Background: an optimization exercise with open tools, aiming at small area. Do not read the settings as production practice. At most, simulation tests tie the RTL to the original design; equivalence was not proved. Function not checked in run 4: the RTL went through the layout flow alone. Power and IR drop assume default switching activity.

`flow/run.sh`:
```
#!/bin/bash
# Layout flow: the standard ORFS flow (standard.sh) with three changes.
#  1. Synthesis maps the logic with an area-oriented ABC script
#     (flow/abc_area.script: AIG restructuring with &deepsyn, then area
#     mapping with relaxed delay; no buffering or gate upsizing, the
#     resizer repairs slew and capacitance after placement). Everything
#     else in synthesis, flip-flop mapping and naming included, is the
#     standard one.
#  2. Clock tree synthesis uses clkbuf_8 buffers in clusters of at most 16
#     flip-flops, and no dummy loads.
#  3. The port buffers are buf_1.
# Each make step writes its tool's full log under orfs/logs/; the make
# output goes to flow_make.log in this folder.
set -euo pipefail
W=$PWD
rm -rf "$W/scripts_area"
cp -r "$FLOW_HOME/scripts" "$W/scripts_area"
cp "$W/flow/abc_area.script" "$W/scripts_area/abc_speed.script"
CTS="-sink_clustering_enable -repair_clock_nets -dont_use_dummy_load -buf_list {sky130_fd_sc_hd__clkbuf_8} -sink_clustering_size 16 -sink_clustering_max_diameter 50"
bash standard.sh "SCRIPTS_DIR=$W/scripts_area" "CTS_ARGS=$CTS" "BUFFER_PORTS_ARGS=-inputs -outputs -buffer_cell sky130_fd_sc_hd__buf_1" finish > "$W/flow_make.log" 2>&1
```
`flow/abc_area.script`:
```
&get -n
&st
&deepsyn -T 60
&st
&dch -f
&nf -R 1000
&st
&dch -f
&nf -R 1000
&st
&dch -f
&nf -R 1000
&put
```
`standard.sh`:
```
#!/bin/bash
# synth_recipe.tcl (not shown) runs the flow's synth.tcl, then flattens the netlist and writes it again
# the make line also repeats each setting of config.mk as NAME=value (left out here)
make -C /OpenROAD-flow-scripts/flow DESIGN_CONFIG=/design/flow/config.mk WORK_HOME=/design/flow/orfs CLKGATE_MAP_FILE= SYNTH_SCRIPT=/design/flow/synth_recipe.tcl "${@:-finish}"
```
`config.mk`:
```
export PLATFORM = sky130hd
export DESIGN_NAME = chess
export DESIGN_NICKNAME = chess
export VERILOG_FILES = /design/flow/design.v
export SDC_FILE = /design/flow/constraint.sdc
export NUM_CORES = 4
export LEC_CHECK = 0
export CAP_MARGIN = 20
export CELL_PAD_IN_SITES_DETAIL_PLACEMENT = 0
export CELL_PAD_IN_SITES_GLOBAL_PLACEMENT = 0
export CORE_MARGIN = 2
export CORE_UTILIZATION = 75
export GPL_TIMING_DRIVEN = 0
export PLACE_DENSITY = 0.85
export SLEW_MARGIN = 20
```
`constraint.sdc`:
```
create_clock -name core_clock -period 40.0 [get_ports {clk}]
set_input_delay 8.0000 -clock core_clock [delete_from_list [all_inputs] [get_ports {clk}]]
set_output_delay 8.0000 -clock core_clock [all_outputs]
set_load 0.01 [all_outputs]
```
`design.v`:
```
module debounce(
    input  wire clk,
    input  wire rst,
    input  wire btn,
    output reg  pulse,         
    output wire pulse_next,    
    output wire pulse_next2    
);
    localparam [10:0] TERM  = 11'b100_1110_1001;    
    localparam [10:0] TERM1 = 11'b110_0111_0100;    
    localparam [10:0] INV   = 11'b010_1010_1010;
    reg        a;
    reg [10:0] f;
    wire [10:0] s = f ^ INV;
    wire x    = btn ^ a;           
    wire idle = (s == 11'd0);
    wire term = (s == TERM);
    wire adv  = x & ~term;         
    wire fin  = x & term;          
    assign pulse_next  = ~a & term;
    assign pulse_next2 = ~a & (s == TERM1);
    wire [10:0] sn = adv ? {s[9:0], (s[10] ^ s[8]) | (idle & ~pulse)} : 11'd0;
    always @(posedge clk) begin
        if (rst) begin
            a     <= 1'b0;
            pulse <= 1'b0;
            f     <= INV;
        end else begin
            pulse <= fin & ~a;
            if (fin) a <= ~a;
            f <= sn ^ INV;
        end
    end
endmodule
module chess(
    input  wire       clk,
    input  wire       rst,
    input  wire [4:0] btn,
    output wire       vga_hsync,
    output wire       vga_vsync,
    output wire [2:0] vga_r,
    output wire [2:0] vga_g,
    output wire [1:0] vga_b
);
    genvar i;
    localparam [2:0] P_PAWN = 3'd1, P_KNIGHT = 3'd2, P_BISHOP = 3'd3,
                     P_ROOK = 3'd4, P_QUEEN  = 3'd5,  P_KING   = 3'd6;
    wire [4:0] bp, bn1, bn2;
    generate for (i = 0; i < 5; i = i + 1) begin : DB
        debounce u_db(.clk(clk), .rst(rst), .btn(btn[i]), .pulse(bp[i]),
                      .pulse_next(bn1[i]), .pulse_next2(bn2[i]));
    end endgenerate
    wire btn_c = bp[0], btn_u = bp[1], btn_l = bp[2], btn_r = bp[3], btn_d = bp[4];
    wire rd_pass = bn2[0];                  
    wire rd_cur  = bn1[0] | bp[0];          
    wire steal   = rd_pass | rd_cur;
    reg [2:0] hb;  reg [3:0] ha;  reg [3:0] hk;
    reg [2:0] vb;  reg [3:0] va;  reg [3:0] vk;
    wire hb4 = hb[2] & ~hb[1];
    wire hb3 = hb[2] & hb[1];
    wire hb0 = ~(hb[2] | hb[0]);
    wire vb4 = vb[2] & ~vb[1];
    wire vb0 = ~(vb[2] | vb[0]);
    wire hend  = (hk == 4'd13) & (ha == 4'd4) & hb3;      
    wire vwrap = (vk == 4'd10) & (va == 4'd3) & vb4;      
    always @(posedge clk) begin
        if (rst) begin
            hb <= 3'b100; ha <= 4'd4; hk <= 4'd13;
            vb <= 3'b100; va <= 4'd5; vk <= 4'd9;
        end else begin
            hb <= {hb[1:0], ~(hb[2] | hb[1])};
            if (hb4) begin
                ha <= (ha == 4'd9) ? 4'd0 : ha + 4'd1;
                if (ha == 4'd8) hk <= hk + 4'd1;
            end
            if (hend) begin
                if (vwrap) begin
                    vb <= 3'b000; va <= 4'd9; vk <= 4'd0;
                end else begin
                    vb <= {vb[1:0], ~(vb[2] | vb[1])};
                    if (vb4) begin
                        va <= (va == 4'd9) ? 4'd0 : va + 4'd1;
                        if (va == 4'd8) vk <= vk + 4'd1;
                    end
                end
            end
        end
    end
    assign vga_hsync = ((hk == 4'd10) & (ha >= 4'd6) & (ha <= 4'd8))
                     | (hk == 4'd11)
                     | ((hk == 4'd12) & ((ha == 4'd9) | (ha <= 4'd4) | ((ha == 4'd5) & hb0)));
    assign vga_vsync = ((vk == 4'd8) & (va == 4'd8) & vb4)
                     | ((vk == 4'd9) & (va == 4'd9) & vb0);
    wire hpre = (hk == 4'd15) & (ha == 4'd8) & hb4;     
    wire vpre = vwrap;                                  
    wire in_x = (~hk[3] & ~((hk == 4'd7) & (ha == 4'd8) & hb4)) | hpre;
    wire in_y = (~vk[3] & ~((vk == 4'd7) & (va == 4'd8) & vb4)) | vpre;
    wire [2:0] col = hpre ? 3'd0 : hk[2:0];
    wire [2:0] row = vpre ? 3'd0 : vk[2:0];
    wire bord = ha[3] | ((ha == 4'd7) & hb4) | hpre
              | va[3] | ((va == 4'd7) & vb4) | vpre;
    localparam S_SEL = 2'd0, S_MOVE = 2'd1, S_WRITE = 2'd2, S_ERASE = 2'd3;
    reg       st_hi, st_lo;     
    wire [1:0] state = {st_hi, st_lo};
    reg       player;
    reg [2:0] cr, cc;           
    reg [5:0] sel;
    reg [2:0] sel_type;
    reg [5:0] cprev;            
    reg       legal;
    reg       pass_empty;
    wire [5:0] cursor = {cr, cc};
    function [2:0] back_rank(input integer c);
        back_rank = (c == 0 || c == 7) ? P_ROOK :
                    (c == 1 || c == 6) ? P_KNIGHT :
                    (c == 2 || c == 5) ? P_BISHOP :
                    (c == 3) ? P_QUEEN : P_KING;
    endfunction
    function [3:0] init_sq(input integer k);
        case (k / 8)
            0: init_sq = {1'b1, back_rank(k % 8)};
            1: init_sq = {1'b1, P_PAWN};
            6: init_sq = {1'b0, P_PAWN};
            7: init_sq = {1'b0, back_rank(k % 8)};
            default: init_sq = 4'b0000;
        endcase
    endfunction
    reg [255:0] bq;
    wire       wen = state[1];
    wire [5:0] wa  = state[0] ? sel : cprev;
    wire [3:0] wd  = state[0] ? 4'b0000 : {player, sel_type};
    wire [7:0] rsel, csel;
    generate for (i = 0; i < 8; i = i + 1) begin : DEC
        assign rsel[i] = rst | (wen & (wa[5:3] == i));
        assign csel[i] = rst | (wen & (wa[2:0] == i));
    end endgenerate
    generate for (i = 0; i < 64; i = i + 1) begin : SQ
        always @(posedge clk)
            if (rsel[i/8] & csel[i%8])
                bq[4*i +: 4] <= rst ? init_sq(i) : wd;
    end endgenerate
    wire [5:0] ra = rd_pass ? {player ? 3'd2 : 3'd5, sel[2:0]} :
                    rd_cur  ? cursor : {row, col};
    reg [31:0] prow;                       
    always @(*) begin
        case (ra[5:3])
            3'd0: prow = bq[31:0];    3'd1: prow = bq[63:32];
            3'd2: prow = bq[95:64];   3'd3: prow = bq[127:96];
            3'd4: prow = bq[159:128]; 3'd5: prow = bq[191:160];
            3'd6: prow = bq[223:192]; default: prow = bq[255:224];
        endcase
    end
    wire [3:0] port = prow[{ra[2:0], 2'b00} +: 4];
    reg [3:0] dcopy;
    always @(posedge clk)
        if (!steal) dcopy <= port;
    wire [3:0] dsq = steal ? dcopy : port;
    wire c_occ   = |port[2:0];
    wire c_own   = c_occ & (port[3] == player);
    wire c_opp   = c_occ & (port[3] != player);
    wire c_empty = ~c_occ;
    wire [2:0] sc = sel[2:0], sr = sel[5:3];
    wire [2:0] dh = (cc >= sc) ? cc - sc : sc - cc;
    wire [2:0] dv = (cr >= sr) ? cr - sr : sr - cr;
    wire fwd  = player ? (cr > sr) : (cr < sr);
    wire home = player ? (sr == 3'd1) : (sr == 3'd6);
    wire h0 = (dh == 3'd0), h1 = (dh == 3'd1), h2 = (dh == 3'd2);
    wire v0 = (dv == 3'd0), v1 = (dv == 3'd1), v2 = (dv == 3'd2);
    reg legal_n;
    always @(*) begin
        case (sel_type)
            P_PAWN:   legal_n = fwd & ((v1 & h0 & c_empty) | (v1 & h1 & c_opp)
                                     | (v2 & h0 & home & c_empty & pass_empty));
            P_KNIGHT: legal_n = (h2 & v1) | (h1 & v2);
            P_BISHOP: legal_n = (dh == dv);
            P_ROOK:   legal_n = h0 | v0;
            P_QUEEN:  legal_n = h0 | v0 | (dh == dv);
            P_KING:   legal_n = (h0 | h1) & (v0 | v1);
            default:  legal_n = 1'b0;
        endcase
    end
    always @(posedge clk) begin
        legal <= legal_n;
        cprev <= cursor;
        if (rd_pass) pass_empty <= ~|port[2:0];
        if (rst) begin
            {st_hi, st_lo} <= S_SEL;
            player <= 1'b0;
            cr     <= 3'd6;
            cc     <= 3'd4;
        end else begin
            case (state)
                S_SEL:
                    if (btn_c & c_own) begin
                        {st_hi, st_lo} <= S_MOVE;
                        sel      <= cursor;
                        sel_type <= port[2:0];
                    end
                S_MOVE:
                    if (btn_c) begin
                        if (~c_own & legal)
                            {st_hi, st_lo} <= S_WRITE;
                        else if (c_own) begin
                            sel      <= cursor;
                            sel_type <= port[2:0];
                        end else
                            {st_hi, st_lo} <= S_SEL;
                    end
                S_WRITE: {st_hi, st_lo} <= S_ERASE;
                S_ERASE: begin
                    {st_hi, st_lo} <= S_SEL;
                    player <= ~player;
                end
            endcase
            if      (btn_l && cc != 3'd0) cc <= cc - 3'd1;
            else if (btn_r && cc != 3'd7) cc <= cc + 3'd1;
            else if (btn_u && cr != 3'd0) cr <= cr - 3'd1;
            else if (btn_d && cr != 3'd7) cr <= cr + 3'd1;
        end
    end
    reg art;
    always @(*) begin
        case ({dsq[2:0], va[2:0], ha[2:0]})
            9'd99: art = 1'b1;
            9'd100: art = 1'b1;
            9'd106: art = 1'b1;
            9'd107: art = 1'b1;
            9'd108: art = 1'b1;
            9'd109: art = 1'b1;
            9'd113: art = 1'b1;
            9'd114: art = 1'b1;
            9'd115: art = 1'b1;
            9'd116: art = 1'b1;
            9'd117: art = 1'b1;
            9'd118: art = 1'b1;
            9'd121: art = 1'b1;
            9'd122: art = 1'b1;
            9'd123: art = 1'b1;
            9'd124: art = 1'b1;
            9'd125: art = 1'b1;
            9'd126: art = 1'b1;
            9'd131: art = 1'b1;
            9'd132: art = 1'b1;
            9'd137: art = 1'b1;
            9'd138: art = 1'b1;
            9'd139: art = 1'b1;
            9'd140: art = 1'b1;
            9'd141: art = 1'b1;
            9'd144: art = 1'b1;
            9'd145: art = 1'b1;
            9'd146: art = 1'b1;
            9'd147: art = 1'b1;
            9'd148: art = 1'b1;
            9'd149: art = 1'b1;
            9'd150: art = 1'b1;
            9'd152: art = 1'b1;
            9'd153: art = 1'b1;
            9'd154: art = 1'b1;
            9'd156: art = 1'b1;
            9'd157: art = 1'b1;
            9'd158: art = 1'b1;
            9'd159: art = 1'b1;
            9'd165: art = 1'b1;
            9'd166: art = 1'b1;
            9'd167: art = 1'b1;
            9'd171: art = 1'b1;
            9'd172: art = 1'b1;
            9'd173: art = 1'b1;
            9'd174: art = 1'b1;
            9'd175: art = 1'b1;
            9'd178: art = 1'b1;
            9'd179: art = 1'b1;
            9'd180: art = 1'b1;
            9'd181: art = 1'b1;
            9'd182: art = 1'b1;
            9'd183: art = 1'b1;
            9'd185: art = 1'b1;
            9'd186: art = 1'b1;
            9'd187: art = 1'b1;
            9'd188: art = 1'b1;
            9'd189: art = 1'b1;
            9'd190: art = 1'b1;
            9'd203: art = 1'b1;
            9'd204: art = 1'b1;
            9'd210: art = 1'b1;
            9'd211: art = 1'b1;
            9'd212: art = 1'b1;
            9'd213: art = 1'b1;
            9'd218: art = 1'b1;
            9'd219: art = 1'b1;
            9'd220: art = 1'b1;
            9'd221: art = 1'b1;
            9'd227: art = 1'b1;
            9'd228: art = 1'b1;
            9'd235: art = 1'b1;
            9'd236: art = 1'b1;
            9'd242: art = 1'b1;
            9'd243: art = 1'b1;
            9'd244: art = 1'b1;
            9'd245: art = 1'b1;
            9'd248: art = 1'b1;
            9'd249: art = 1'b1;
            9'd250: art = 1'b1;
            9'd253: art = 1'b1;
            9'd254: art = 1'b1;
            9'd255: art = 1'b1;
            9'd265: art = 1'b1;
            9'd267: art = 1'b1;
            9'd268: art = 1'b1;
            9'd270: art = 1'b1;
            9'd273: art = 1'b1;
            9'd274: art = 1'b1;
            9'd275: art = 1'b1;
            9'd276: art = 1'b1;
            9'd277: art = 1'b1;
            9'd278: art = 1'b1;
            9'd282: art = 1'b1;
            9'd283: art = 1'b1;
            9'd284: art = 1'b1;
            9'd285: art = 1'b1;
            9'd291: art = 1'b1;
            9'd292: art = 1'b1;
            9'd299: art = 1'b1;
            9'd300: art = 1'b1;
            9'd306: art = 1'b1;
            9'd307: art = 1'b1;
            9'd308: art = 1'b1;
            9'd309: art = 1'b1;
            9'd313: art = 1'b1;
            9'd314: art = 1'b1;
            9'd315: art = 1'b1;
            9'd316: art = 1'b1;
            9'd317: art = 1'b1;
            9'd318: art = 1'b1;
            9'd329: art = 1'b1;
            9'd331: art = 1'b1;
            9'd333: art = 1'b1;
            9'd335: art = 1'b1;
            9'd337: art = 1'b1;
            9'd339: art = 1'b1;
            9'd341: art = 1'b1;
            9'd343: art = 1'b1;
            9'd345: art = 1'b1;
            9'd347: art = 1'b1;
            9'd349: art = 1'b1;
            9'd351: art = 1'b1;
            9'd353: art = 1'b1;
            9'd355: art = 1'b1;
            9'd357: art = 1'b1;
            9'd359: art = 1'b1;
            9'd361: art = 1'b1;
            9'd362: art = 1'b1;
            9'd363: art = 1'b1;
            9'd364: art = 1'b1;
            9'd365: art = 1'b1;
            9'd366: art = 1'b1;
            9'd367: art = 1'b1;
            9'd369: art = 1'b1;
            9'd370: art = 1'b1;
            9'd371: art = 1'b1;
            9'd372: art = 1'b1;
            9'd373: art = 1'b1;
            9'd374: art = 1'b1;
            9'd375: art = 1'b1;
            9'd377: art = 1'b1;
            9'd378: art = 1'b1;
            9'd379: art = 1'b1;
            9'd380: art = 1'b1;
            9'd381: art = 1'b1;
            9'd382: art = 1'b1;
            9'd383: art = 1'b1;
            9'd387: art = 1'b1;
            9'd388: art = 1'b1;
            9'd393: art = 1'b1;
            9'd394: art = 1'b1;
            9'd395: art = 1'b1;
            9'd396: art = 1'b1;
            9'd397: art = 1'b1;
            9'd398: art = 1'b1;
            9'd403: art = 1'b1;
            9'd404: art = 1'b1;
            9'd411: art = 1'b1;
            9'd412: art = 1'b1;
            9'd418: art = 1'b1;
            9'd419: art = 1'b1;
            9'd420: art = 1'b1;
            9'd421: art = 1'b1;
            9'd425: art = 1'b1;
            9'd426: art = 1'b1;
            9'd427: art = 1'b1;
            9'd428: art = 1'b1;
            9'd429: art = 1'b1;
            9'd430: art = 1'b1;
            9'd433: art = 1'b1;
            9'd434: art = 1'b1;
            9'd435: art = 1'b1;
            9'd436: art = 1'b1;
            9'd437: art = 1'b1;
            9'd438: art = 1'b1;
            9'd442: art = 1'b1;
            9'd443: art = 1'b1;
            9'd444: art = 1'b1;
            9'd445: art = 1'b1;
            default: art = 1'b0;
        endcase
    end
    wire is_cur = (cursor == {row, col});
    wire is_sel = (state == S_MOVE) & (sel == {row, col});
    wire dark   = row[0] ^ col[0];
    reg [2:0] code;
    always @(posedge clk) begin
        if (rst | ~(in_x & in_y))
            code <= 3'b000;
        else if (bord)
            code <= is_cur ? 3'b001 : is_sel ? 3'b010 : dark ? 3'b100 : 3'b110;
        else if (art)
            code <= dsq[3] ? 3'b101 : 3'b011;
        else
            code <= dark ? 3'b100 : 3'b110;
    end
    assign vga_r = {code[1] | (code[2] & ~code[0]), code[1], code[2] | code[1]};
    assign vga_g = {code[1] & (code[2] | code[0]), code[1] & (code[2] | code[0]),
                    code[0] & (code[2] | code[1])};
    assign vga_b = {code[2] ? code[1] : code[0], code[0]};
endmodule
```
==> results of run 1 <==
==> worst max path at each step <==
| stage | from | to | slack, ns | depth (start not counted) |
|---|---|---|---|---|
| floorplan | rst | bq[0] | 29.95 | 1 |
| global placement | rst | bq[192] | 26.48 | 3 |
| detailed placement | rst | bq[11] | 29.34 | 6 |
| CTS | ha[2] | vga_hsync | 29.75 | 7 |
| global route | ha[2] | vga_hsync | 29.59 | 7 |
| finish | ha[2] | vga_hsync | 29.78 | 7 |
==> stage by stage <==
step	utilization, %	setup WS (ns)	hold WS (ns)	cells	total power, mW
after floorplan	-	29.95	0.358	1217	0.457
after global placement	77.8	26.48	0.362	1503	0.466
after detailed placement	79.9	29.34	0.366	1522	0.469
after CTS	81.9	29.75	0.383	1551	0.635
after global routing	82.0	29.59	0.384	1551	0.653
final	82.0	29.78	0.384	1551	0.638
==> cells in the mapped netlist, drive strengths merged, types with 13 or more instances <==
master and instances:
nand2b 14, a21oi 86, a22oi 29, nand2 127
clkinv 37, o21ai 30, nor2 168, a222oi 31
ha 27, nand3 28, a221oi 36, edfxtp 266
nor3 25, dfxtp 110, and2 15, xnor2 13
==> cells by family after synthesis <==
family          count (synthesis)
mux                            10
fa+ha+maj                      33
flops                         376
xor+xnor                       24
buf+inv                        40
compound gates                293
simple gates                  441
==> cell type report <==
class | count | area, um^2 | share of cell area [%]
multi-input cells | 801 | 4960 | 30.2
plain buffers | 3 | 22.5 | 0.137
inverters | 37 | 139 | 0.846
flip-flops and latches | 376 | 10200 | 62.0
repair buffers | 35 | 375 | 2.29
well taps | 270 | 338 | 2.06
clock buffers | 29 | 399 | 2.43
==> where the power goes <==
part	switching (mW)	internal, mW
clock	0.112	0.0646
sequential	0.00467	0.427
combinational	0.0212	0.00777
==> placed cells by master, fill, tap and decap left out, drive strengths merged, types with 6 or more instances in the layout <==
cell / Yosys / routed
a31oi: 9 / 9
a21oi: 86 / 86
nand4: 11 / 11
fa: 6 / 6
a21o: 11 / 11
a22oi: 29 / 29
o21ai: 30 / 30
a221oi: 36 / 36
and2: 15 / 15
nand3: 28 / 28
o31ai: 6 / 6
dfxtp: 110 / 110
xor2: 11 / 11
mux2i: 7 / 7
nand2b: 14 / 14
nor2b: 9 / 9
nor4: 10 / 10
ha: 27 / 27
nor2: 168 / 168
a221o: 7 / 7
clkbuf: 0 / 29
nor3: 25 / 25
edfxtp: 266 / 266
buf: 3 / 38
a211oi: 12 / 12
nand2: 127 / 127
xnor2: 13 / 13
a222oi: 31 / 31
clkinv: 37 / 37
or2: 9 / 9
==> critical path, cell delays in order, from the launching register on <==
cell and delay (ns):
dfxtp_1 0.49, clkinv_1 0.22, ha_1 0.25, nand3b_1 0.11
o21ai_0 0.11, a21oi_1 0.16, o32ai_1 0.12, buf_1 0.16
==> routing by layer <==
| metal | vias up | global-route usage [%] | share of wire [%] |
|---|---|---|---|
| li1 | 4771 | - | - |
| met1 | 5166 | 45.1 | 36 |
| met2 | 763 | 58.4 | 48 |
| met3 | 163 | 7.63 | 11 |
| met4 | 0 | 16.0 | 4.9 |
| met5 | - | 0 | 0 |
==> sequential cells by signal, indices dropped and copies added (netlist names), 4 cells and up <==
signal	flops
DB.u_db.a	5
DB.u_db.f	55
DB.u_db.pulse	5
bq	256
cprev	6
dcopy	4
ha	4
hk	4
sel	6
va	4
vk	4
==> impl_summary.txt, run 1 <==
----------------------------------------------------
[Global route]
  Largest net degree at the start of global routing ... 47
  All-layer global routing usage ... about a third
  Number of antenna violations at the first check in global routing ... 0
  Global-route wire length before repair ... between 50000 and 60000 um
  Overflow left after global routing ... 0
  Vias in the first global route ... roughly 11000

[Final layout]
  Area of all placed cells without fillers ... 16400 um^2
  Net count reported at finish ... 1323
  Number of diodes ... 0
  Layout cells sized above 1 ... just under 6%
  Fillers ... 1157
  Area growth, synth to finish ... 8.16%

[Min path]
  Worst min path class ... flip-flop to flip-flop
  Startpoint of the tightest hold check path ... DB[1].u_db.f[4]
  Min-Delay Endpoint ... DB[1].u_db.f[5]
  Hold path cells ... 1

[Synthesis]
  Number of cells produced by synthesis ... 1217
  Parity-gate share of the synthesized area counting xor and xnor cells ... 1.38%
  Number of register bits inferred by synthesis ... 376
  Area share of the largest cell type after synthesis ... 52.6%
  Mapped Avg Cell Area ... around 12 um^2
  Post-Syn Area ... between 15000 and 20000 um^2
  Adder-cell area share of the yosys netlist ... 3.02%
  Leading register cell type out of synthesis ... edfxtp_1
  Synth Net Count ... approximately 1300
  Mux cell area share after synthesis ... 0.684%
  Combinational family with the most area after synthesis ... compound AO/OA/AOI/OAI gates
  Largest cells by area after synthesis ... edfxtp_1 (53%), dfxtp_1 (15%), nor2_1 (4.2%)
  Fraction of the mapped netlist area in simple logic gates ... 13.1%
  Post-synthesis cell type with the largest combined area ... edfxtp_1
  Async set-or-reset flop fraction in the synthesized netlist ... 0%
  Total of warnings raised by yosys ... 2
  Synth Area in Compound Gates ... 13.6%
  Count of cell types in the netlist ... 55
  Post-synth EDFFs ... ~270
  Sequential element share of the synthesized area ... 67.1%

[STA]
  Period utilization ... 25.6%
  Worst Clk Skew ... 0.0349 ns
  Count of pins over their slew limit ... 0
  Crit path time final ... ~10 ns
  Peak clock frequency supported by timing ... 97.8 MHz
  Setup violators final ... 0
  Unrepaired setup endpoints after global routing ... false
  Number of hold violations in the final report ... 0
  Fin Setup TNS ... 0 ns
  Slew Limit Headroom ... 17.6%
  Transition time of the tightest slew-check pin ... 1.24 ns

[Setup path]
  Maximum fanout count along the critical path ... 8
  Origin of the critical flop-to-flop path ... DB[0].u_db.f[10]
  Type of the worst setup path ... flip-flop to primary output
  Endpoint required time on the critical path ... about 32 ns
  Setup slack of the worst register-to-register path ... between 30 and 40 ns
  Critical path launch point type ... flip-flop
  Cell depth of the worst flop-to-flop path ... 18
  Data arrival time of the worst path ... 2.22 ns
  Destination of the worst register-to-register timing path ... sel[1]
  Crit end category ... primary output

[Floorplanning]
  Number of top-level pins ... 17
  Full die area ... 21400 um^2
  Initial Utilization ... 75.8%
  Core outline area ... 20000 um^2
  Die X-Extent ... 146 um
  Vert. Die Dim ... 146 um
  Placement row count ... 52

[Clocking]
  Number of buffers created by CTS ... 29
  TritonCTS clock tree ... done
  Clock latency on the worst-skew pair ... 0.60 ns
  Root buf cell ... clkbuf_8
  Number of hold buffers added after CTS ... 0
  Count of clock tree sinks ... 376
  Buffers from clock root to sink, at most ... 3
  H-tree levels ... 1
  Number of buffers inserted by post-CTS setup repair ... 0
  Clock Pin Slew Worst Setup and Hold Paths ... 0.09 ns
  Total of cells resized after clock tree synthesis ... 0

[Detailed routing]
  Detailed Routing Iterations Pass 1 ... 12
  Final wirelength ... 37400 um
  Per-cell routed wire length ... approximately 24 um
  Antenna Violating Nets Remaining ... 0
  Vias ... 10863
  DRC ... 0
  DR vias/cell ... 7.00
  Initial DRC count ... 1442

[Status]
  Status ... timing/DRC/antenna clean

[Power and ir drop]
  Cell area power density ... 38.8 nW/um^2
  Maximum VDD drop ... between 30 and 40 uV
  Static Leak ... 5.68 nW

[Run]
  Max-capacitance violation count ... 0

[Placed design]
  HPWL after detailed placement ... 25300 um
  GP Congestion ... 0.905
  Port-buffer cells ... 16
  Placed Instance Area ... 16000 um^2

----------------------------------------------------
==> inputs of run 2 (changes only) <==
--- a/config.mk
+++ b/config.mk
@@ -10,6 +10,5 @@
 export CELL_PAD_IN_SITES_GLOBAL_PLACEMENT = 0
 export CORE_MARGIN = 2
 export CORE_UTILIZATION = 75
-export GPL_TIMING_DRIVEN = 0
 export PLACE_DENSITY = 0.85
 export SLEW_MARGIN = 20
==> impl_summary.txt, run 2 <==
----------------------------------------------------
[Status]
  Status ... timing/DRC/antenna clean

[Synthesis]
  Number of cells produced by synthesis ... 1217 (unchanged)
  Largest cells by area after synthesis ... edfxtp_1 (53%), dfxtp_1 (15%), nor2_1 (4.2%)
  Area share of the largest cell type after synthesis ... 52.6% (unchanged)
  Mapped Avg Cell Area ... 12.5 um^2 (unchanged)
  Cell with the most instances after synthesis ... edfxtp_1
  Number of register bits inferred by synthesis ... 376 (unchanged)
  Synth Net Count ... 1257 (unchanged)
  Post-synth EDFFs ... 266 (unchanged)
  Most instantiated cells after synthesis ... edfxtp_1 (266), nor2_1 (168), nand2_1 (127)
  Count of cell types in the netlist ... 55 (unchanged)
  Post-synthesis cell type with the largest combined area ... edfxtp_1
  Post-Syn Area ... 15200 um^2 (unchanged)
  Leading register cell type out of synthesis ... edfxtp_1
  Async set-or-reset flop fraction in the synthesized netlist ... 0% (unchanged)
  Sequential element share of the synthesized area ... 67.1% (unchanged)
  Total of warnings raised by yosys ... 2 (unchanged)

[Final layout]
  Layout cells sized above 1 ... 4.55% (-1.2 points)
  Fillers ... 1239 (+7.1%)
  Area growth, synth to finish ... 6.28%
  Leading cell type in the layout, fill and taps excluded ... edfxtp_1
  Registers with the highest flip-flop counts ... bq x256, DB.u_db.f x55
  Register containing the most flip-flops in the final layout ... bq
  Net count reported at finish ... 1317 (-0.45%)
  Flip-flop count of the largest register, all copies and words added ... 256 (unchanged)
  Number of diodes ... 0 (unchanged)
  Top library cells by usage in the layout, fill and taps aside ... edfxtp_1 (266), nor2_1 (163), nand2_1 (127)

[Power and ir drop]
  Final Total Pwr ... 0.633 mW (-0.78%)
  Static Leak ... 5.60 nW (-1.5%)
  Switching fraction of total power ... 21.1% (-0.58 points)
  Share of power burned in registers ... 68.3% (+0.6 points)
  Combinational fraction of design power ... 4.3% (-0.2 points)
  Internal power ... 0.499 mW (about the same)
  Maximum VDD drop ... 38.9 uV (+1.1%)
  Clock group share of total power ... 27.4% (-0.3 points)
  Cell area power density ... 39.2 nW/um^2 (+0.97%)
  Switching power summed over all nets ... 0.133 mW (-3.4%)

[STA]
  Fin Setup TNS ... 0 ns (unchanged)
  Slew Limit Headroom ... 16.8% (-0.86 points)
  Peak clock frequency supported by timing ... 97.9 MHz (+0.11%)
  Setup violators final ... 0 (unchanged)
  Unrepaired setup endpoints after global routing ... false
  Count of pins over their slew limit ... 0 (unchanged)
  Transition time of the tightest slew-check pin ... 1.25 ns (+0.0129 ns)
  Number of hold violations in the final report ... 0 (unchanged)
  Crit path time final ... 10.21 ns (-0.0116 ns)
  Worst Clk Skew ... 0.0312 ns (-0.00370 ns)
  Period utilization ... 25.5% (-0.029 points)
  Hold slack final ... 0.384 ns (+0.000739 ns)

[Floorplanning]
  Full die area ... 21400 um^2 (unchanged)
  Placement row count ... 52 (unchanged)
  Core outline area ... 20000 um^2 (unchanged)
  Initial Utilization ... 75.8% (unchanged)
  Number of top-level pins ... 17 (unchanged)
  Die X-Extent ... 146 um (unchanged)
  Vert. Die Dim ... 146 um (unchanged)

[Detailed routing]
  Per-cell routed wire length ... 22.8 um (-5.5%)
  Detailed Routing Iterations Pass 1 ... 9 (-3)
  DRC ... 0 (unchanged)
  DR vias/cell ... 6.83 (-2.5%)
  Final wirelength ... 35200 um (-5.8%)
  Antenna Violating Nets Remaining ... 0 (unchanged)
  Vias ... 10555 (-2.8%)
  Initial DRC count ... 1199 (-17%)

[Run]
  Max-capacitance violation count ... 0 (unchanged)

[Placed design]
  Port-buffer cells ... 16 (unchanged)
  GP Congestion ... 0.927 (+2.4%)
  HPWL after detailed placement ... 22900 um (-9.6%)

[Min path]
  Hold path cells ... 1 (unchanged)
  Min-Delay Endpoint ... DB[1].u_db.f[3]
  Startpoint of the tightest hold check path ... DB[1].u_db.f[2]
  Worst min path class ... flip-flop to flip-flop

[Setup path]
  Endpoint required time on the critical path ... 32.00 ns (about the same)
  Crit end category ... primary output
  Destination of the worst register-to-register timing path ... st_hi
  Type of the worst setup path ... flip-flop to primary output
  Critical path launch point type ... flip-flop
  Maximum fanout count along the critical path ... 8 (unchanged)
  Cell depth of the worst flop-to-flop path ... 22 (+4)
  Setup slack of the worst register-to-register path ... 33.52 ns (+0.08 ns)
  Data arrival time of the worst path ... 2.21 ns (about the same)
  Origin of the critical flop-to-flop path ... vk[0]

[Clocking]
  Root buf cell ... clkbuf_8
  Clock latency on the worst-skew pair ... 0.59 ns (about the same)
  Number of buffers created by CTS ... 29 (unchanged)
  Number of hold buffers added after CTS ... 0 (unchanged)
  Number of buffers inserted by post-CTS setup repair ... 0 (unchanged)
  H-tree levels ... 1 (unchanged)
  Total of cells resized after clock tree synthesis ... 0 (unchanged)
  TritonCTS clock tree ... done
  Count of clock tree sinks ... 376 (unchanged)
  Clock Pin Slew Worst Setup and Hold Paths ... 0.09 ns (about the same)
  Buffers from clock root to sink, at most ... 3 (unchanged)

[Global route]
  Overflow left after global routing ... 0 (unchanged)
  Vias in the first global route ... 10105 (-4.7%)
  All-layer global routing usage ... 33.1% (-2.1 points)
  Global-route wire length before repair ... 54800 um (-5.4%)
  Largest net degree at the start of global routing ... 59 (+26%)
  Number of antenna violations at the first check in global routing ... 0 (unchanged)

----------------------------------------------------
## run 2: cell counts after synthesis
No cell type changed its count.
## run 2: worst max-delay path, cell delays in order, from the launching register on
cell      delay, ns
dfxtp_1        0.50
clkinv_1       0.23
ha_1           0.25
nand3b_1       0.10
o21ai_0        0.11
a21oi_1        0.16
o32ai_1        0.11
buf_1          0.16
## run 2: worst max-delay path by stage
| stage | start | endpoint | slack (ns) | depth (start not counted) |
|---|---|---|---|---|
| 4_1_cts | ha[2] | vga_hsync | 29.77 | 7 |
| 3_3_place_gp | rst | bq[39] | 29.70 | 6 |
| 6_report | ha[2] | vga_hsync | 29.79 | 7 |
| 2_1_floorplan | rst | bq[0] | 29.95 | 1 |
| 5_1_grt | ha[2] | vga_hsync | 29.66 | 7 |
| 3_5_place_dp | rst | bq[35] | 29.61 | 6 |
## run 2: kinds of logic (layout without fill, tap and decap cells)
kind of cell / count (synthesis) / count (layout) / synth area share (%)
compound gates: 293 / 293 / 13.6
xor+xnor: 24 / 24 / 1.38
fa+ha+maj: 33 / 33 / 3.02
buf+inv: 40 / 98 / 1.06
flops: 376 / 376 / 67.1
mux: 10 / 10 / 0.684
simple gates: 441 / 441 / 13.1
## run 2: routing by layer
layer	routed length (um)	part of all wire [%]	GRT usage, %	vias up
met5	0	0	0	-
met4	1490	4.2	13.4	0
met1	12600	36	44.6	4942
met3	4280	12	6.84	119
li1	-	-	-	4763
met2	16800	48	53.8	731
## run 2: layout make-up
type,count,area (um^2),area share [%]
Inverter,37,139,0.861
Timing Repair Buffer,32,181,1.12
Clock buffer,29,399,2.47
Tap cell,270,338,2.09
Multi-Input combinational cell,801,4890,30.3
Sequential cell,376,10200,63.1
## run 2: power groups by stage
stage / Combinational (mW) / Clock [mW] / Sequential (mW)
floorplan: 0.0177 / 0 / 0.439
global placement: 0.0254 / 0 / 0.441
detailed placement: 0.0266 / 0 / 0.441
CTS: 0.0267 / 0.173 / 0.432
global route: 0.0298 / 0.185 / 0.433
finish: 0.0273 / 0.173 / 0.432
## run 2: metrics by stage
step	std cells	utilization, %	setup WS (ns)	cell area, um^2
after global routing	1545	80.5	29.66	16100
final	1545	80.5	29.79	16100
after detailed placement	1516	78.5	29.61	15700
after CTS	1545	80.5	29.77	16100
after global placement	1515	78.5	29.70	15700
after floorplan	1217	-	29.95	15200
==> inputs of run 3 (changes only) <==
--- a/flow/run.sh
+++ b/flow/run.sh
@@ -6,7 +6,7 @@
 #     resizer repairs slew and capacitance after placement). Everything
 #     else in synthesis, flip-flop mapping and naming included, is the
 #     standard one.
-#  2. Clock tree synthesis uses clkbuf_8 buffers in clusters of at most 16
+#  2. Clock tree synthesis uses clkbuf_8 buffers in clusters of at most 18
 #     flip-flops, and no dummy loads.
 #  3. The port buffers are buf_1.
 # Each make step writes its tool's full log under orfs/logs/; the make
@@ -16,5 +16,5 @@
 rm -rf "$W/scripts_area"
 cp -r "$FLOW_HOME/scripts" "$W/scripts_area"
 cp "$W/flow/abc_area.script" "$W/scripts_area/abc_speed.script"
-CTS="-sink_clustering_enable -repair_clock_nets -dont_use_dummy_load -buf_list {sky130_fd_sc_hd__clkbuf_8} -sink_clustering_size 16 -sink_clustering_max_diameter 50"
+CTS="-sink_clustering_enable -repair_clock_nets -dont_use_dummy_load -buf_list {sky130_fd_sc_hd__clkbuf_8} -sink_clustering_size 18 -sink_clustering_max_diameter 55"
 bash standard.sh "SCRIPTS_DIR=$W/scripts_area" "CTS_ARGS=$CTS" "BUFFER_PORTS_ARGS=-inputs -outputs -buffer_cell sky130_fd_sc_hd__buf_1" finish > "$W/flow_make.log" 2>&1
==> impl_summary.txt, run 3 <==
----------------------------------------------------
[Floorplanning]
  Initial Utilization ... 75.8% (unchanged)
  Number of top-level pins ... 17 (unchanged)
  Die X-Extent ... 146 um (unchanged)
  Core outline area ... 20000 um^2 (unchanged)
  Vert. Die Dim ... 146 um (unchanged)
  Full die area ... 21400 um^2 (unchanged)
  Placement row count ... 52 (unchanged)

[Synthesis]
  Area share of the largest cell type after synthesis ... 52.6% (unchanged)
  Total of warnings raised by yosys ... 2 (unchanged)
  Post-synthesis cell type with the largest combined area ... edfxtp_1
  Mapped Avg Cell Area ... 12.5 um^2 (unchanged)
  Async set-or-reset flop fraction in the synthesized netlist ... 0% (unchanged)
  Synth Net Count ... 1257 (unchanged)
  Post-Syn Area ... 15200 um^2 (unchanged)
  Cell with the most instances after synthesis ... edfxtp_1
  Most instantiated cells after synthesis ... edfxtp_1 (266), nor2_1 (168), nand2_1 (127)
  Sequential element share of the synthesized area ... 67.1% (unchanged)
  Largest cells by area after synthesis ... edfxtp_1 (53%), dfxtp_1 (15%), nor2_1 (4.2%)
  Post-synth EDFFs ... 266 (unchanged)
  Leading register cell type out of synthesis ... edfxtp_1
  Number of register bits inferred by synthesis ... 376 (unchanged)
  Number of cells produced by synthesis ... 1217 (unchanged)
  Count of cell types in the netlist ... 55 (unchanged)

[Min path]
  Worst min path class ... flip-flop to flip-flop

[Placed design]
  GP Congestion ... 0.927 (unchanged)
  Port-buffer cells ... 16 (unchanged)
  HPWL after detailed placement ... 22900 um (unchanged)
  Worst setup slack after placement ... 29.61 ns (unchanged)

[STA]
  Setup violators final ... 0 (unchanged)
  Transition time of the tightest slew-check pin ... 1.23 ns (-0.0228 ns)
  Period utilization ... 25.6% (+0.035 points)
  Peak clock frequency supported by timing ... 97.8 MHz (-0.14%)
  Fin Setup TNS ... 0 ns (unchanged)
  Crit path time final ... 10.23 ns (+0.0139 ns)
  Number of hold violations in the final report ... 0 (unchanged)
  Count of pins over their slew limit ... 0 (unchanged)
  Least setup slack across all paths after layout ... 29.78 ns (-0.0139 ns)
  Slew Limit Headroom ... 18.3% (+1.5 points)
  Worst Clk Skew ... 0.0326 ns (+0.00141 ns)
  Unrepaired setup endpoints after global routing ... false

[Final layout]
  Flip-flop count of the largest register, all copies and words added ... 256 (unchanged)
  Register containing the most flip-flops in the final layout ... bq
  Top library cells by usage in the layout, fill and taps aside ... edfxtp_1 (266), nor2_1 (163), nand2_1 (127)
  Fillers ... 1257 (+1.5%)
  Area taken by flip-flops and latches ... 10200 um^2 (unchanged)
  Area of the multi-input gates ... 4890 um^2 (unchanged)
  Number of diodes ... 0 (unchanged)
  Net count reported at finish ... 1315 (-0.15%)
  Area growth, synth to finish ... 6.10%
  Layout cells sized above 1 ... 4.40% (-0.15 points)
  Registers with the highest flip-flop counts ... bq x256, DB.u_db.f x55
  Leading cell type in the layout, fill and taps excluded ... edfxtp_1

[Detailed routing]
  Initial DRC count ... 1262 (+5.3%)
  Antenna Violating Nets Remaining ... 0 (unchanged)
  Final wirelength ... 35100 um (-0.40%)
  DRC ... 0 (unchanged)
  Vias ... 10546 (-0.085%)
  Detailed Routing Iterations Pass 1 ... 8 (-1)
  Per-cell routed wire length ... 22.7 um (-0.27%)
  DR vias/cell ... 6.83 (about the same)

[Power and ir drop]
  Maximum VDD drop ... 39.2 uV (+0.74%)
  Share of power burned in registers ... 68.8% (+0.5 points)
  Internal power ... 0.495 mW (-0.86%)
  Cell area power density ... 39.0 nW/um^2 (-0.56%)
  Switching fraction of total power ... 21.2% (+0.098 points)
  Static Leak ... 5.58 nW (-0.28%)
  Switching power summed over all nets ... 0.133 mW (-0.27%)
  Clock group share of total power ... 26.9% (-0.5 points)
  Combinational fraction of design power ... 4.3% (about the same)

[Clocking]
  TritonCTS clock tree ... done
  Number of buffers inserted by post-CTS setup repair ... 0 (unchanged)
  Root buf cell ... clkbuf_8
  Total of cells resized after clock tree synthesis ... 0 (unchanged)
  Count of clock tree sinks ... 376 (unchanged)
  Buffers from clock root to sink, at most ... 3 (unchanged)
  Clock Pin Slew Worst Setup and Hold Paths ... 0.10 ns (about the same)
  Clock latency on the worst-skew pair ... 0.59 ns (about the same)
  H-tree levels ... 1 (unchanged)
  Number of hold buffers added after CTS ... 0 (unchanged)
  Number of buffers created by CTS ... 27 (-6.9%)

[Global route]
  Overflow left after global routing ... 0 (unchanged)
  All-layer global routing usage ... 32.9% (-0.21 points)
  Global-route wire length before repair ... 54500 um (-0.52%)
  Number of antenna violations at the first check in global routing ... 0 (unchanged)
  Largest net degree at the start of global routing ... 59 (unchanged)
  Vias in the first global route ... 10042 (-0.62%)

[Setup path]
  Type of the worst setup path ... flip-flop to primary output
  Crit end category ... primary output
  Critical path launch point type ... flip-flop
  Maximum fanout count along the critical path ... 8 (unchanged)
  Data arrival time of the worst path ... 2.22 ns (about the same)
  Endpoint required time on the critical path ... 32.00 ns (about the same)

[Run]
  Max-capacitance violation count ... 0 (unchanged)

[Status]
  Status ... timing/DRC/antenna clean

----------------------------------------------------
==> run 3: cell count changes in the layout (fill, tap and decap cells not counted), sizes merged <==
cell / previous run / this run
clkbuf: 30 / 28
==> run 3: routing by layer <==
metal | wire (um) | vias up | GRT usage [%]
met5 | 0 | - | 0
met4 | 1350 | 0 | 11.9
met3 | 4350 | 106 | 6.13
met2 | 16500 | 700 | 53.1
met1 | 12800 | 4987 | 45.9
li1 | - | 4753 | -
==> run 3: layout make-up <==
class / instances / share of cell area, %
Clock buffer: 27 / 2.31
Inverter: 37 / 0.862
Multi-Input combinational cell: 801 / 30.4
Sequential cell: 376 / 63.2
Tap cell: 270 / 2.10
Timing Repair Buffer: 32 / 1.13
==> run 3: worst paths after layout <==
check	from	depth (start not counted)	slack, ns	to
worst min-delay path	DB[2].u_db.f[4]	1	0.38	DB[2].u_db.f[5]
worst max-delay path	ha[2]	7	29.78	vga_hsync
worst max register to register	vk[0]	22	33.23	st_lo
worst min register to register	DB[2].u_db.f[4]	1	0.38	DB[2].u_db.f[5]
==> run 3: cell families after synthesis <==
kind of cell	share of synthesized area [%]
mux	0.684
simple gates	13.1
compound gates	13.6
xor+xnor	1.38
flops	67.1
buf+inv	1.06
fa+ha+maj	3.02
==> run 3: critical path, cell delays in order (launching register included) <==
cell      delay [ns]
dfxtp_1         0.50
clkinv_1        0.23
ha_1            0.25
nand3b_1        0.10
o21ai_0         0.11
a21oi_1         0.16
o32ai_1         0.11
buf_1           0.16
==> run 3: through the flow <==
stage / area (um^2) / utilization (%) / total power [mW] / hold slack [ns] / cells
after global placement: 15700 / 78.5 / 0.466 / 0.361 / 1515
after global routing: 16100 / 80.4 / 0.644 / 0.397 / 1543
after CTS: 16100 / 80.3 / 0.627 / 0.392 / 1543
after detailed placement: 15700 / 78.5 / 0.467 / 0.365 / 1516
after floorplan: 15200 / - / 0.457 / 0.358 / 1217
final: 16100 / 80.4 / 0.628 / 0.383 / 1543
==> run 3: power groups by stage <==
stage / clock, mW / combinational [mW] / sequential [mW]
floorplan: 0 / 0.0177 / 0.439
global placement: 0 / 0.0254 / 0.441
detailed placement: 0 / 0.0266 / 0.441
CTS: 0.168 / 0.0267 / 0.432
global route: 0.181 / 0.0298 / 0.433
finish: 0.169 / 0.0273 / 0.432
==> inputs of run 4 (changes only) <==
--- a/design.v
+++ b/design.v
@@ -160,17 +160,20 @@
     wire c_opp   = c_occ & (port[3] != player);
     wire c_empty = ~c_occ;
     wire [2:0] sc = sel[2:0], sr = sel[5:3];
-    wire [2:0] dh = (cc >= sc) ? cc - sc : sc - cc;
-    wire [2:0] dv = (cr >= sr) ? cr - sr : sr - cr;
-    wire fwd  = player ? (cr > sr) : (cr < sr);
+    wire [3:0] ddh = {1'b0, cc} - {1'b0, sc};       
+    wire [3:0] ddv = {1'b0, cr} - {1'b0, sr};       
+    wire [2:0] dh = ddh[3] ? -ddh[2:0] : ddh[2:0];
+    wire [2:0] dv = ddv[3] ? -ddv[2:0] : ddv[2:0];
     wire home = player ? (sr == 3'd1) : (sr == 3'd6);
-    wire h0 = (dh == 3'd0), h1 = (dh == 3'd1), h2 = (dh == 3'd2);
-    wire v0 = (dv == 3'd0), v1 = (dv == 3'd1), v2 = (dv == 3'd2);
+    wire h0 = (ddh == 4'd0), h1 = (dh == 3'd1), h2 = (dh == 3'd2);
+    wire v0 = (ddv == 4'd0), v1 = (dv == 3'd1), v2 = (dv == 3'd2);
+    wire f1 = (ddv == (player ? 4'd1 : 4'hf));      
+    wire f2 = (ddv == (player ? 4'd2 : 4'he));      
     reg legal_n;
     always @(*) begin
         case (sel_type)
-            P_PAWN:   legal_n = fwd & ((v1 & h0 & c_empty) | (v1 & h1 & c_opp)
-                                     | (v2 & h0 & home & c_empty & pass_empty));
+            P_PAWN:   legal_n = (f1 & ((h0 & c_empty) | (h1 & c_opp)))
+                                     | (f2 & h0 & home & c_empty & pass_empty);
             P_KNIGHT: legal_n = (h2 & v1) | (h1 & v2);
             P_BISHOP: legal_n = (dh == dv);
             P_ROOK:   legal_n = h0 | v0;
--- a/flow/run.sh
+++ b/flow/run.sh
@@ -6,7 +6,7 @@
 #     resizer repairs slew and capacitance after placement). Everything
 #     else in synthesis, flip-flop mapping and naming included, is the
 #     standard one.
-#  2. Clock tree synthesis uses clkbuf_8 buffers in clusters of at most 18
+#  2. Clock tree synthesis uses clkbuf_8 buffers in clusters of at most 16
 #     flip-flops, and no dummy loads.
 #  3. The port buffers are buf_1.
 # Each make step writes its tool's full log under orfs/logs/; the make
@@ -16,5 +16,5 @@
 rm -rf "$W/scripts_area"
 cp -r "$FLOW_HOME/scripts" "$W/scripts_area"
 cp "$W/flow/abc_area.script" "$W/scripts_area/abc_speed.script"
-CTS="-sink_clustering_enable -repair_clock_nets -dont_use_dummy_load -buf_list {sky130_fd_sc_hd__clkbuf_8} -sink_clustering_size 18 -sink_clustering_max_diameter 55"
+CTS="-sink_clustering_enable -repair_clock_nets -dont_use_dummy_load -buf_list {sky130_fd_sc_hd__clkbuf_8} -sink_clustering_size 16 -sink_clustering_max_diameter 50"
 bash standard.sh "SCRIPTS_DIR=$W/scripts_area" "CTS_ARGS=$CTS" "BUFFER_PORTS_ARGS=-inputs -outputs -buffer_cell sky130_fd_sc_hd__buf_1" finish > "$W/flow_make.log" 2>&1
==> impl_summary.txt, run 4 <==
----------------------------------------------------
[Status]
  Status ... timing/DRC/antenna clean

[Clocking]
  Clock Pin Slew Worst Setup and Hold Paths ... 0.09 ns (about the same)
  H-tree levels ... 1 (unchanged)
  Number of buffers created by CTS ... 31 (+15%)
  Total of cells resized after clock tree synthesis ... 0 (unchanged)
  TritonCTS clock tree ... done
  Count of clock tree sinks ... 376 (unchanged)
  Buffers from clock root to sink, at most ... 3 (unchanged)
  Number of buffers inserted by post-CTS setup repair ... 0 (unchanged)
  Clock latency on the worst-skew pair ... 0.63 ns (+0.04 ns)
  Root buf cell ... clkbuf_8
  Number of hold buffers added after CTS ... 0 (unchanged)

[STA]
  Number of hold violations in the final report ... 0 (unchanged)
  Count of pins over their slew limit ... 0 (unchanged)
  Transition time of the tightest slew-check pin ... 1.14 ns (-0.0831 ns)
  Unrepaired setup endpoints after global routing ... false
  Hold slack final ... 0.385 ns (+0.00215 ns)
  Slew Limit Headroom ... 23.8% (+5.5 points)
  Peak clock frequency supported by timing ... 97.1 MHz (-0.72%)
  Crit path time final ... 10.30 ns (+0.0746 ns)
  Fin Setup TNS ... 0 ns (unchanged)
  Worst Clk Skew ... 0.0661 ns (+0.0335 ns)
  Setup violators final ... 0 (unchanged)
  Period utilization ... 25.7% (+0.19 points)
  Least setup slack across all paths after layout ... 29.70 ns (-0.0746 ns)

[Power and ir drop]
  Static Leak ... 5.62 nW (+0.56%)
  Cell area power density ... 39.7 nW/um^2 (+1.8%)
  Final Total Pwr ... 0.642 mW (+2.2%)
  Maximum VDD drop ... 40.4 uV (+2.9%)

[Setup path]
  Setup slack of the worst register-to-register path ... 33.85 ns (+0.62 ns)
  Destination of the worst register-to-register timing path ... code[1]
  Endpoint required time on the critical path ... 32.00 ns (about the same)
  Cell depth of the worst flop-to-flop path ... 24 (+9.1%)
  Data arrival time of the worst path ... 2.30 ns (+0.08 ns)
  Maximum fanout count along the critical path ... 8 (unchanged)
  Origin of the critical flop-to-flop path ... DB[0].u_db.f[10]
  Critical path launch point type ... flip-flop
  Type of the worst setup path ... flip-flop to primary output
  Crit end category ... primary output

[Synthesis]
  Mapped Avg Cell Area ... 12.6 um^2 (+1.1%)
  Combinational family with the most area after synthesis ... compound AO/OA/AOI/OAI gates
  Leading register cell type out of synthesis ... edfxtp_1
  Post-Syn Area ... 15200 um^2 (-0.14%)
  Fraction of the mapped netlist area in simple logic gates ... 13.5% (+0.35 points)
  Post-synth EDFFs ... 266 (unchanged)
  Largest cells by area after synthesis ... edfxtp_1 (53%), dfxtp_1 (15%), nor2_1 (4.3%)
  Sequential element share of the synthesized area ... 67.2% (+0.094 points)
  Total of warnings raised by yosys ... 2 (unchanged)
  Post-synthesis cell type with the largest combined area ... edfxtp_1
  Synth Net Count ... 1241 (-1.3%)
  Most instantiated cells after synthesis ... edfxtp_1 (266), nor2_1 (173), dfxtp_1 (110)
  Mux cell area share after synthesis ... 0.264% (-0.42 points)
  Adder-cell area share of the yosys netlist ... 2.84% (-0.18 points)
  Area share of the largest cell type after synthesis ... 52.7% (+0.074 points)
  Number of cells produced by synthesis ... 1202 (-1.2%)
  Synth Area in Compound Gates ... 13.9% (+0.27 points)
  Count of cell types in the netlist ... 60 (+9.1%)
  Parity-gate share of the synthesized area counting xor and xnor cells ... 1.39% (+0.0019 points)
  Async set-or-reset flop fraction in the synthesized netlist ... 0% (unchanged)
  Cell with the most instances after synthesis ... edfxtp_1
  Number of register bits inferred by synthesis ... 376 (unchanged)

[Floorplanning]
  Initial Utilization ... 75.7% (-0.11 points)
  Vert. Die Dim ... 146 um (about the same)
  Number of top-level pins ... 17 (unchanged)
  Placement row count ... 52 (unchanged)
  Core outline area ... 20000 um^2 (unchanged)
  Full die area ... 21400 um^2 (-0.14%)
  Die X-Extent ... 146 um (about the same)

[Detailed routing]
  Initial DRC count ... 1624 (+29%)
  Per-cell routed wire length ... 23.6 um (+3.8%)
  Vias ... 10697 (+1.4%)
  Final wirelength ... 36300 um (+3.4%)
  Antenna Violating Nets Remaining ... 0 (unchanged)
  DR vias/cell ... 6.96 (+1.8%)
  Detailed Routing Iterations Pass 1 ... 9 (+1)
  DRC ... 0 (unchanged)

[Global route]
  Global-route wire length before repair ... 56300 um (+3.3%)
  Largest net degree at the start of global routing ... 68 (+15%)
  All-layer global routing usage ... 34.4% (+1.4 points)
  Number of antenna violations at the first check in global routing ... 0 (unchanged)
  Overflow left after global routing ... 0 (unchanged)
  Vias in the first global route ... 10307 (+2.6%)

[Final layout]
  Register containing the most flip-flops in the final layout ... bq
  Area taken by flip-flops and latches ... 10200 um^2 (unchanged)
  Area of the multi-input gates ... 4870 um^2 (-0.49%)
  Post-route non-filler standard cell count ... 1538 (-0.32%)
  Layout cells sized above 1 ... 5.05% (+0.65 points)
  Number of diodes ... 0 (unchanged)
  Flip-flop count of the largest register, all copies and words added ... 256 (unchanged)
  Area growth, synth to finish ... 6.63%
  Net count reported at finish ... 1309 (-0.46%)
  Leading cell type in the layout, fill and taps excluded ... edfxtp_1
  Fillers ... 1174 (-6.6%)
  Registers with the highest flip-flop counts ... bq x256, DB.u_db.f x55
  Top library cells by usage in the layout, fill and taps aside ... edfxtp_1 (266), nor2_1 (170), dfxtp_1 (110)

[Min path]
  Hold path cells ... 1 (unchanged)
  Worst min path class ... flip-flop to flip-flop
  Min-Delay Endpoint ... DB[2].u_db.f[3]
  Startpoint of the tightest hold check path ... DB[2].u_db.f[2]

[Placed design]
  GP Congestion ... 0.886 (-4.4%)
  Port-buffer cells ... 16 (unchanged)
  Post-Place Cells ... 1507 (-0.59%)
  Worst setup slack after placement ... 29.66 ns (+0.0468 ns)
  HPWL after detailed placement ... 23300 um (+2.0%)

[Run]
  Max-capacitance violation count ... 0 (unchanged)

----------------------------------------------------
## run 4: cell types whose count changed in the layout (fill, tap and decap cells not counted), moves of 7 or more
cell / change
a21oi_1: -14
nand2_1: -31
nor2_1: +7
a221oi_1: -13
a222oi_1: +7
## run 4: worst max path at each step
stage,startpoint,end,slack [ns],depth (start not counted)
4_1_cts,ha[1],vga_hsync,29.69,8
3_5_place_dp,rst,bq[27],29.66,5
3_3_place_gp,rst,bq[59],29.74,5
2_1_floorplan,rst,bq[192],30.10,3
6_report,ha[2],vga_hsync,29.70,8
5_1_grt,ha[1],vga_hsync,29.53,8
## run 4: critical path, cell delays in order, from the launching register on
cell and delay, ns:
dfxtp_1 0.51, clkinv_1 0.22, ha_1 0.25, nand3b_1 0.10, o21ai_0 0.09, a211o_1 0.30
nand2_1 0.06, a21oi_1 0.04, buf_1 0.14
## run 4: routing by layer
metal	GRT usage, %	share of wire [%]	vias to the layer above
met5	0	0	-
met4	14.1	4.0	0
met3	8.09	13	134
met2	54.2	47	749
met1	47.1	36	5024
li1	-	-	4790
## run 4: layout make-up
cell class / count / share of cell area [%]
Tap cell: 270 / 2.09
Multi-Input combinational cell: 791 / 30.1
Clock buffer: 31 / 2.64
Inverter: 32 / 0.743
Timing Repair Buffer: 38 / 1.40
Sequential cell: 376 / 63.0
## run 4: per-stage QoR
| stage | area (um^2) | utilization (%) |
|---|---|---|
| after floorplan | 15200 | - |
| after global placement | 15700 | 78.5 |
| after detailed placement | 15700 | 78.5 |
| after CTS | 16200 | 80.6 |
| after global routing | 16200 | 80.7 |
| final | 16200 | 80.7 |
## run 4: power breakdown
| part | internal [mW] | leakage, nW | total (mW) | switching [mW] |
|---|---|---|---|---|
| combinational | 0.00756 | 1.95 | 0.0275 | 0.0200 |
| sequential | 0.428 | 3.44 | 0.433 | 0.00521 |
| clock | 0.0688 | 0.223 | 0.181 | 0.112 |
## run 4: cells by family (layout without fill, tap and decap cells)
group | after synthesis | count (layout)
AOI/OAI and AO/OA | 293 | 293
xor gates and xnor gates | 24 | 24
adders and majority gates | 32 | 32
buffers and inverters | 35 | 101
DFF | 376 | 376
muxes | 4 | 4
and+or+nand+nor | 438 | 438

static timing again, ports no longer ideal:
No port has a modelled driver above. Below, the same layouts with a new extraction and two added sets of constraints.
Step 1, drivers: a clkbuf_16 drives clk and a buf_2 each remaining input, both assumed.
Step 2 adds t to the input delays and takes it off the output delays; t is the mean of the earliest and latest rising clock arrival at the registers after step 1. Input paths then give back, and output paths get back, about the clock's delay inside the block.
a / b / c = ideal / step 1 / step 2; a / b = the first two.
run	t, ns	setup WS [ns]	worst data-port slew with drivers (ns)
run 1	0.629	29.777 / 29.734 / 29.580	0.03
run 2	0.615	29.789 / 29.748 / 29.500	0.03
run 3	0.611	29.775 / 29.735 / 29.541	0.03
run 4	0.638	29.700 / 29.654 / 29.822	0.03
After both steps every run listed still meets setup and hold. For run 2, which loses most, drivers alone change the setup slack by -0.041 ns; drivers and shift together by -0.289 ns.
